What follows belongs to an exercise in optimizing a design on an open flow for small area; a production flow would make more cautious choices.
In this exercise RTL edits were held to simulation tests only and were not proved equivalent to the original.
Power figures rest on the tool's default switching activity, not on a simulated workload.

v18:
==> flow/design.v (excerpt) <==
module i2c_wrapper #(
    parameter ADDR_WIDTH = 8,
    parameter DATA_WIDTH = 32
)(
    input  logic                    pclk,
    input  logic                    presetn,
    input  logic [ADDR_WIDTH-1:0]   paddr,
    input  logic                    psel,
    input  logic                    penable,
    input  logic                    pwrite,
    input  logic [DATA_WIDTH-1:0]   pwdata,
    output logic [DATA_WIDTH-1:0]   prdata,
    output logic                    pready,
    output logic                    pslverr,
    input  logic                    sda_in,
    output logic                    sda_out,
    output wire                     scl
);
Size: roughly 560 cells after synthesis, ~82 I/O pins, roughly 8200 um2 of cells after synthesis.
Settings: LEC_CHECK=0, CAP_MARGIN=0, CORE_MARGIN=2, CORE_UTILIZATION=55, SLEW_MARGIN=0; clock period 10.0 ns.
standard.sh (not shown) runs the stock make flow with config.mk's settings and CLKGATE_MAP_FILE= SYNTH_SCRIPT=/design/flow/synth_recipe.tcl, a recipe that flattens the netlist after the stock synthesis.
==> flow/flow/run.sh <==
#!/bin/bash
# Layout flow: the standard flow (standard.sh) with three changes.
#  1. After the standard synthesis, the combinational cells are mapped again
#     by ABC with an area-oriented script (flow/area.abc). The flip-flops
#     are black boxes in that step, so every register keeps its instance
#     name and cell type from the standard synthesis.
#  2. The ports are buffered with sky130_fd_sc_hd__buf_1.
#  3. Clock tree synthesis gets its own arguments (flow/cts_args.txt).
# Each tool's output goes to a log file of its own in this folder.
set -euo pipefail
LIB=$FLOW_HOME/platforms/sky130hd/lib/sky130_fd_sc_hd__tt_025C_1v80.lib
R=orfs/results/sky130hd/i2c_wrapper/base
DU=$(grep -A40 "DONT_USE_CELLS +=" $FLOW_HOME/platforms/sky130hd/config.mk | grep -oE "sky130_fd_sc_hd__[a-z0-9_]+" | sed 's/^/-dont_use /' | tr '\n' ' ')

bash standard.sh synth > 1_standard_synth.log 2>&1
cp $R/1_2_yosys.v std_synth.v
python3 flow/comb_lib.py $LIB comb.lib > 2_comb_lib.log 2>&1
yosys -p "read_liberty comb.lib; read_liberty -lib -nooverwrite $LIB; \
  read_verilog std_synth.v; hierarchy -check -top $FLOW_TOP; flatten; rename -hide w:*.*; hierarchy -top $FLOW_TOP; read_liberty -lib -nooverwrite $LIB; opt -purge; \
  abc -liberty $LIB $DU -script flow/area.abc; opt_clean -purge; \
  setundef -zero; \
  hilomap -singleton -hicell sky130_fd_sc_hd__conb_1 HI -locell sky130_fd_sc_hd__conb_1 LO; \
  insbuf -buf sky130_fd_sc_hd__buf_4 A X; opt_clean -purge; \
  check -assert -mapped; stat -liberty $LIB; \
  write_verilog -noattr -nohex -nodec reabc.v" > 3_reabc_yosys.log 2>&1
cp reabc.v $R/1_2_yosys.v
CTS=$(cat flow/cts_args.txt)
bash standard.sh 'BUFFER_PORTS_ARGS=-buffer_cell sky130_fd_sc_hd__buf_1' "CTS_ARGS=$CTS" finish > 4_standard_finish.log 2>&1
==> flow/flow/cts_args.txt <==
-sink_clustering_enable -repair_clock_nets -dont_use_dummy_load -buf_list sky130_fd_sc_hd__clkbuf_4 -sink_clustering_size 10 -sink_clustering_max_diameter 40
Other scripts of this flow, unchanged in this note and not shown: flow/flow/area.abc, flow/flow/comb_lib.py
v18 finished every step from synthesis to the final layout, and the layout passed the timing, design-rule and antenna checks.
What v31 does differently from v18 at the input level:
Settings: CAP_MARGIN: 0 -> 20; SLEW_MARGIN: 0 -> 20.
==> flow/flow/cts_args.txt <==
-sink_clustering_enable -repair_clock_nets -dont_use_dummy_load -buf_list sky130_fd_sc_hd__clkbuf_1 sky130_fd_sc_hd__clkbuf_2
### Flow results
For v31, the flow was terminated by a tool error in 4_1_cts and produced no final design. From v31 to v18, total placed cells including tap cells did not move at all. v31 vs. v18: number of input and output port buffers inserted barely changed; number of nets produced by synthesis barely changed. On instance count of the mapped netlist, v18 and v31 are neck and neck. From v18 to v31, final weighted congestion of routability-driven global placement did not move at all. Re placement-stage worst setup slack: no difference whatsoever between v18 and v31.
The inputs of v51 differ from those of v31 as listed below.
Settings: a change of CORE_UTILIZATION from 55 to 40.
==> flow/flow/cts_args.txt <==
-sink_clustering_enable -repair_clock_nets -dont_use_dummy_load -buf_list sky130_fd_sc_hd__clkbuf_2
--- outcome ---
Of v31 and v51, only v31 fails to reach the end of the flow.
v31: STA-0564 in 4_1_cts -> run aborted
Changes observed in v51 relative to v31: die width rose by 17%; post-synthesis cell count barely changed.
Relative to v31, effective utilization at floorplan decreased by 16 points in v51.
Of v51 and v31, it is v51 that has the higher number of placed instances with taps included.
On final RePlAce weighted congestion, the lower figure sits with v51, not v31.
Of v31 and v51, the run reporting the lower sum of net half-perimeters after detailed placement was v31.
Note that the die span in y recorded for v51 amounts to 1.17 times the value seen in v31.
Going from v31 to v51, setup slack after placement -0.064 ns; placement row count saw an increase.
Modified inputs, v30 compared to v51
Settings: CAP_MARGIN changed from 20 to 0; SLEW_MARGIN changed from 20 to 0.
==> flow/flow/cts_args.txt <==
-sink_clustering_enable -repair_clock_nets -dont_use_dummy_load -buf_list sky130_fd_sc_hd__clkbuf_4 -sink_clustering_size 10 -sink_clustering_max_diameter 40
### Flow results
| share of the cycle needed by the critical path after routing | v51 vs v30 | ≈ equal |
For maximum operating frequency, v30 and v51 come out practically identical.
Comparing clock network fraction of total power for v30 and v51, the bigger number came from v51.
In the route summary, v30 ends up with a via count below that of v51.
Any difference in post-cts repair resize count between v30 and v51 is small enough to ignore.

-- afterwards: timing with drivers on the ports --
In the flow no input, the clock included, has a driving cell. The finished layouts below were timed again as built, in two steps. Step 1 (the two cells are an assumption about what drives the block):
set clk [get_ports {pclk}]
set_driving_cell -lib_cell sky130_fd_sc_hd__clkbuf_16 $clk
set_driving_cell -lib_cell sky130_fd_sc_hd__buf_2 [delete_from_list [all_inputs] $clk]
Step 2 also shifts input and output timing later by t, the mid clock arrival at the registers, as if the neighbouring blocks saw the same clock. Three values: ideal, step 1, step 2; two values: the first two.
run	t (ns)	setup WS [ns]	worst register clock-pin slew, ns
v18	0.666	3.989 / 3.964 / 3.964	0.11 / 0.11
v51	0.773	3.914 / 3.894 / 3.894	0.11 / 0.11
v30	0.671	3.905 / 3.874 / 3.874	0.11 / 0.11
After both steps setup and hold are still met in every run listed. The setup slack of v30, which loses most, moves by -0.031 ns with the drivers and by -0.031 ns with both steps.
